From an optimization exercise on the open Yosys and OpenROAD flow, aimed at small area; shortcuts taken in it are not production practice. The RTL was checked by simulation tests, not by an equivalence proof against the original design. Power and IR drop assume default switching activity.

Setup of old:
Design aska_npg, start of the top module:
module aska_npg (
    input clk,
    input resetn,
    input [5:0] amplitude,
    input [11:0] freq,
    input [2:0] phaseDuration,
    input [5:0] ramp,
    input [9:0] ramp_factor,
    input [7:0] ON_time,
    input [9:0] OFF_time,
    input [31:0] electrode1,
    input [31:0] electrode2,
    input enable,
    output reg [31:0] up_switches,
    output reg [31:0] down_switches,
    output [5:0] DAC,
    output pulse_active);
Size in the first run: roughly 420 cells after synthesis, about 52 flip-flops, roughly 190 I/O pins.
export LEC_CHECK = 0
export CAP_MARGIN = 20
export CORE_MARGIN = 2
export CORE_UTILIZATION = 40
export SLEW_MARGIN = 20
create_clock -name core_clock -period 10.0 [get_ports {clk}]
standard.sh (not shown) runs the stock make flow with config.mk's settings and CLKGATE_MAP_FILE= SYNTH_SCRIPT=/design/flow/synth_recipe.tcl, a recipe that flattens the netlist after the stock synthesis.
==> flow/flow/run.sh <==
#!/bin/bash
# Own layout flow: the standard ORFS flow with
#  - synthesis using an area-oriented ABC script and no half/full-adder
#    extraction (otherwise the standard synthesis script: same register
#    names and cells, -nofsm -noshare, flattened and renamed the same way);
#  - port buffers made with the smallest buffer, buf_1.
set -euo pipefail
W=$(pwd)
F=$W/flow

# Synthesis script: ORFS's synth.tcl with only the abc script replaced.
sed 's|^  log_cmd abc {\*}\$abc_args|  set abc_args [lreplace $abc_args 1 1 '"$F"'/area.abc]\n  log_cmd abc {*}$abc_args|' \
    "$FLOW_HOME/scripts/synth.tcl" > "$W/own_synth_core.tcl"
grep -q "$F/area.abc" "$W/own_synth_core.tcl"
sed "s|source \$::env(SCRIPTS_DIR)/synth.tcl|source $W/own_synth_core.tcl|" "$W/synth_recipe.tcl" > "$W/own_synth.tcl"
grep -q own_synth_core "$W/own_synth.tcl"

# standard.sh with the synthesis script swapped and adder mapping off.
sed -e "s|SYNTH_SCRIPT=[^ ]*|SYNTH_SCRIPT=$W/own_synth.tcl ADDER_MAP_FILE=|" "$W/standard.sh" > "$W/own_standard.sh"
grep -q own_synth.tcl "$W/own_standard.sh"

# Clock tree: one cluster for all registers, no dummy loads.
export CTS_ARGS="-buf_list sky130_fd_sc_hd__clkbuf_8 -root_buf sky130_fd_sc_hd__clkbuf_8 -sink_clustering_enable -sink_clustering_size 64 -sink_clustering_max_diameter 400 -dont_use_dummy_load -repair_clock_nets"
export BUFFER_PORTS_ARGS="-buffer_cell sky130_fd_sc_hd__buf_1"
bash "$W/own_standard.sh" > "$W/flow_make.log" 2>&1 || { tail -50 "$W/flow_make.log"; exit 1; }
tail -5 "$W/flow_make.log"
==> flow/flow/area.abc <==
&get -n
&st
&deepsyn -I 4 -T 60
&dch -f
&nf -R 1000 -a -p
&put
The following lists how new was set up differently from old:
Settings: changing CAP_MARGIN from 20 to 0; changing SLEW_MARGIN from 20 to 0.
Results
- Mean number of vias per cell of new falls short of that of old slightly.
- [compare] base=old new=new: final worst clock skew saw little to no change, final cell area excluding filler cells neither gained nor lost much, worst path setup slack after routing increased by 0.0063 ns relative to the old numbers.

== run A ==
The RTL this note starts from:
==> flow/design.v <==
module aska_npg (
    input clk,
    input resetn,
    input [5:0] amplitude,
    input [11:0] freq,
    input [2:0] phaseDuration,
    input [5:0] ramp,
    input [9:0] ramp_factor,
    input [7:0] ON_time,
    input [9:0] OFF_time,
    input [31:0] electrode1,
    input [31:0] electrode2,
    input enable,
    output reg [31:0] up_switches,
    output reg [31:0] down_switches,
    output [5:0] DAC,
    output pulse_active);
reg [11:0] freq_count;
wire freq_count_ready = (freq_count == freq);
always @(posedge clk or negedge resetn) begin
    if (!resetn)
        freq_count <= 12'd0;
    else if (enable)
        freq_count <= (freq_count < freq) ? freq_count + 12'd1 : 12'd0;
end
reg pulse_start, pulse_aux;
reg [2:0] phase_up_count, phase_down_count;
reg phase_up_state, phase_down_state, phase_pause_ready;
always @(posedge clk or negedge resetn) begin
    if (!resetn) begin
        pulse_aux <= 1'b0;
        pulse_start <= 1'b0;
        phase_up_count <= 3'd0;
        phase_up_state <= 1'b0;
        phase_pause_ready <= 1'b0;
        phase_down_count <= 3'd0;
        phase_down_state <= 1'b0;
    end else begin
        pulse_aux <= freq_count_ready;
        pulse_start <= pulse_aux;
        phase_pause_ready <= (phase_up_count == phaseDuration);
        if (pulse_start) begin
            phase_up_state <= 1'b1;
            phase_up_count <= phase_up_count + 3'd1;
        end else if (phase_up_state) begin
            if (phase_up_count < phaseDuration) begin
                phase_up_count <= phase_up_count + 3'd1;
            end else begin
                phase_up_count <= 3'd0;
                phase_up_state <= 1'b0;
            end
        end
        if (phase_pause_ready) begin
            phase_down_state <= 1'b1;
            phase_down_count <= phase_down_count + 3'd1;
        end else if (phase_down_state) begin
            if (phase_down_count < phaseDuration) begin
                phase_down_count <= phase_down_count + 3'd1;
            end else begin
                phase_down_count <= 3'd0;
                phase_down_state <= 1'b0;
            end
        end
    end
end
always @(*) begin
    if (phase_up_state) begin
        up_switches = electrode1;
        down_switches = electrode2;
    end else if (phase_down_state) begin
        up_switches = electrode2;
        down_switches = electrode1;
    end else begin
        up_switches = 32'd0;
        down_switches = 32'd0;
    end
end
assign pulse_active = |up_switches;
parameter IDLE = 3'b000;
parameter UP   = 3'b001;
parameter ON   = 3'b011;
parameter DOWN = 3'b010;
parameter OFF  = 3'b110;
reg [2:0] on_off_ctrl;
reg [5:0] DAC_cont;
reg [9:0] count;         
reg [9:0] accumulator;   
wire s_idle = (on_off_ctrl == IDLE);
wire s_up   = (on_off_ctrl == UP);
wire s_on   = (on_off_ctrl == ON);
wire s_down = (on_off_ctrl == DOWN);
wire s_off  = (on_off_ctrl == OFF);
reg [9:0] limit;
always @(*) begin
    case (on_off_ctrl)
        UP, DOWN: limit = {4'd0, ramp};
        ON:       limit = {2'd0, ON_time};
        OFF:      limit = OFF_time;
        default:  limit = 10'd0;
    endcase
end
wire below = (count < limit);
wire ready = (count == limit);
always @(posedge clk or negedge resetn) begin
    if (!resetn) begin
        count <= 10'd0;
        accumulator <= 10'd0;
    end else if (!enable || !below) begin
        count <= 10'd0;
        accumulator <= 10'd0;
    end else if (freq_count_ready) begin
        count <= count + 10'd1;
        if (s_up || s_down)
            accumulator <= accumulator + ramp_factor;
    end
end
always @(posedge clk or negedge resetn) begin
    if (!resetn) begin
        on_off_ctrl <= IDLE;
        DAC_cont <= 6'd0;
    end else if (!enable) begin
        on_off_ctrl <= IDLE;
        if (s_idle)
            DAC_cont <= 6'd0;
    end else begin
        case (on_off_ctrl)
            IDLE: on_off_ctrl <= UP;
            UP:   if (ready) on_off_ctrl <= ON;
                  else DAC_cont <= accumulator[9:4];
            ON:   if (ready) on_off_ctrl <= DOWN;
                  else DAC_cont <= amplitude;
            DOWN: if (ready) on_off_ctrl <= OFF;
                  else DAC_cont <= amplitude - accumulator[9:4];
            OFF:  if (ready) on_off_ctrl <= UP;
                  else DAC_cont <= 6'd0;
            default: on_off_ctrl <= IDLE;
        endcase
    end
end
assign DAC = pulse_active ? DAC_cont : 6'd0;
endmodule
==> flow/config.mk <==
export PLATFORM = sky130hd
export DESIGN_NAME = aska_npg
export DESIGN_NICKNAME = aska_npg
export VERILOG_FILES = /design/flow/design.v
export SDC_FILE = /design/flow/constraint.sdc
export NUM_CORES = 4
export LEC_CHECK = 0
export CAP_MARGIN = 20
export CORE_MARGIN = 2
export CORE_UTILIZATION = 40
export SLEW_MARGIN = 20
==> flow/constraint.sdc <==
create_clock -name core_clock -period 10.0 [get_ports {clk}]
set_input_delay 2.0000 -clock core_clock [delete_from_list [all_inputs] [get_ports {clk}]]
set_output_delay 2.0000 -clock core_clock [all_outputs]
set_load 0.01 [all_outputs]
==> flow/flow/run.sh <==
#!/bin/bash
# Own layout flow: the standard ORFS flow with
#  - synthesis using an area-oriented ABC script and no half/full-adder
#    extraction (otherwise the standard synthesis script: same register
#    names and cells, -nofsm -noshare, flattened and renamed the same way);
#  - port buffers made with the smallest buffer, buf_1.
set -euo pipefail
W=$(pwd)
F=$W/flow

# Synthesis script: ORFS's synth.tcl with only the abc script replaced.
sed 's|^  log_cmd abc {\*}\$abc_args|  set abc_args [lreplace $abc_args 1 1 '"$F"'/area.abc]\n  log_cmd abc {*}$abc_args|' \
    "$FLOW_HOME/scripts/synth.tcl" > "$W/own_synth_core.tcl"
grep -q "$F/area.abc" "$W/own_synth_core.tcl"
sed "s|source \$::env(SCRIPTS_DIR)/synth.tcl|source $W/own_synth_core.tcl|" "$W/synth_recipe.tcl" > "$W/own_synth.tcl"
grep -q own_synth_core "$W/own_synth.tcl"

# standard.sh with the synthesis script swapped and adder mapping off.
sed -e "s|SYNTH_SCRIPT=[^ ]*|SYNTH_SCRIPT=$W/own_synth.tcl ADDER_MAP_FILE=|" "$W/standard.sh" > "$W/own_standard.sh"
grep -q own_synth.tcl "$W/own_standard.sh"

export BUFFER_PORTS_ARGS="-buffer_cell sky130_fd_sc_hd__buf_1"
bash "$W/own_standard.sh" > "$W/flow_make.log" 2>&1 || { tail -50 "$W/flow_make.log"; exit 1; }
tail -5 "$W/flow_make.log"
==> flow/flow/area.abc <==
&get -n
&st
&deepsyn -I 4 -T 60
&nf -R 1000 -a -p
&put
Inputs modified between run A and run B:
==> flow/run.sh (new file) <==
#!/bin/bash
# synth_recipe.tcl (not shown) runs the flow's synth.tcl, then flattens the netlist and writes it again
# the make line also repeats each setting of config.mk as NAME=value (left out here)
make -C /OpenROAD-flow-scripts/flow DESIGN_CONFIG=/design/flow/config.mk WORK_HOME=/design/flow/orfs CLKGATE_MAP_FILE= SYNTH_SCRIPT=/design/flow/synth_recipe.tcl finish
removed: flow/flow/run.sh
removed: flow/flow/area.abc
removed: flow/standard.sh
==> comparison <==
- Higher critical path depth was reported by run A, not run B.
- The met1 track demand over resource of run B exceeds that of run A by 5.0 points.
- The clock share of power in run B was lower than what run A gave.
- The worst reg-to-reg setup slack reported for run B is greater than that of run A by 1090 ps.
- As of run B, routed wire length had risen by more than a quarter compared to run A.
- Run A ended up with fewer cell instances than run B did.
- Status: flip-flop and latch count parity (run B, run A)
- On multi-input combinational gate total, the higher figure sits with run B, not run A.
- Fraction of the mapped netlist area in simple logic gates delta for run B relative to run A: 1.3 points lower
- Run B vs run A — number of signal-net buffers in the layout climbed slightly
- Launching instance or port of the critical path: electrode1[6] -> run B, electrode1[18] -> run A
- Of the two values seen for library cell contributing the largest single delay on the critical path, sky130_fd_sc_hd__nor4_1 was produced by run A and sky130_fd_sc_hd__clkdlybuf4s50_1 by run B.
Relative to run B, the following input files were edited for run C:
==> flow/flow/run.sh (new file) <==
#!/bin/bash
# Own layout flow: the standard ORFS flow with
#  - synthesis using an area-oriented ABC script and no half/full-adder
#    extraction (otherwise the standard synthesis script: same register
#    names and cells, -nofsm -noshare, flattened and renamed the same way);
#  - port buffers made with the smallest buffer, buf_1.
set -euo pipefail
W=$(pwd)
F=$W/flow

# Synthesis script: ORFS's synth.tcl with only the abc script replaced.
sed 's|^  log_cmd abc {\*}\$abc_args|  set abc_args [lreplace $abc_args 1 1 '"$F"'/area.abc]\n  log_cmd abc {*}$abc_args|' \
    "$FLOW_HOME/scripts/synth.tcl" > "$W/own_synth_core.tcl"
grep -q "$F/area.abc" "$W/own_synth_core.tcl"
sed "s|source \$::env(SCRIPTS_DIR)/synth.tcl|source $W/own_synth_core.tcl|" "$W/synth_recipe.tcl" > "$W/own_synth.tcl"
grep -q own_synth_core "$W/own_synth.tcl"

# standard.sh with the synthesis script swapped and adder mapping off.
sed -e "s|SYNTH_SCRIPT=[^ ]*|SYNTH_SCRIPT=$W/own_synth.tcl ADDER_MAP_FILE=|" "$W/standard.sh" > "$W/own_standard.sh"
grep -q own_synth.tcl "$W/own_standard.sh"

export BUFFER_PORTS_ARGS="-buffer_cell sky130_fd_sc_hd__buf_1"
bash "$W/own_standard.sh" > "$W/flow_make.log" 2>&1 || { tail -50 "$W/flow_make.log"; exit 1; }
tail -5 "$W/flow_make.log"
==> flow/flow/area.abc (new file) <==
&get -n
&st
&deepsyn -T 20
&put
dch -f
amap
==> flow/standard.sh (new file) <==
#!/bin/bash
# synth_recipe.tcl (not shown) runs the flow's synth.tcl, then flattens the netlist and writes it again
# the make line also repeats each setting of config.mk as NAME=value (left out here)
make -C /OpenROAD-flow-scripts/flow DESIGN_CONFIG=/design/flow/config.mk WORK_HOME=/design/flow/orfs CLKGATE_MAP_FILE= SYNTH_SCRIPT=/design/flow/synth_recipe.tcl "${@:-finish}"
removed: flow/run.sh
[summary]
Delta(worst path buffer plus inverter count, run C - run B) > 0. Looking at clock edge transition at the registers on the reported setup and hold paths, run C sits 30 ps above run B. Max clock share of power across run C and run B: run C. Setup WNS run B -> run C: better. Between run C and run B, wire length is higher for run B, run C comes in under that. Post-synthesis adder-cell area fraction in run C is 13 points lower than in run B. For run B, the leading cell type in the layout, fill and taps excluded was sky130_fd_sc_hd__clkdlybuf4s50_1, unlike run C, where it was sky130_fd_sc_hd__buf_1. Compared run C vs run B, and total chip power is down in run C. Taking run B as the reference point, the buffer count excluding the clock tree in the final layout of run C falls by 1.0%. Relative to run B, gate count after technology mapping decreased by about 8% in run C. Compared with run B, run C shows global placement routability congestion that has gone down by more than 10%. Comparing run C and run B, total number of multi-input combinational cells is lower on run C. Run B: full flow OK, the timing, design-rule and antenna checks passed. Run C went all the way through the flow, and no timing, DRC or antenna check failed.

re-timing with driven ports:
The flow's constraints put no driver on any port. The routed layouts listed below were extracted and timed again, unchanged, in two steps. Step 1 sets driving cells, clkbuf_16 on the clock port and buf_2 on the other inputs (assumed; they add their load-dependent delay and slew). Step 2, shift: input delay + t, output delay - t, t = (earliest + latest rising clock arrival at the registers) / 2. This alone moves slack from input paths to output paths. Three values: no drivers, after step 1, after step 2; two values: the first two.
run | shift t [ns] | slack for setup (ns) | latest minus earliest clock arrival (ns) | pins driven straight from the clock port
old | 0.324 | 4.452 / 4.428 / 4.330 | 0.014 / 0.015 | 1
new | 0.324 | 4.459 / 4.430 / 4.322 | 0.015 / 0.016 | 1
run A | 0.328 | 4.336 / 4.313 / 4.313 | 0.012 / 0.012 | 1
run B | 0.325 | 3.807 / 3.781 / 3.781 | 0.010 / 0.009 | 1
run C | 0.336 | 4.455 / 4.435 / 4.435 | 0.005 / 0.005 | 1
After both steps every run listed still meets setup and hold. The setup slack of new, which loses most, moves by -0.029 ns with the drivers and by -0.137 ns with both steps.
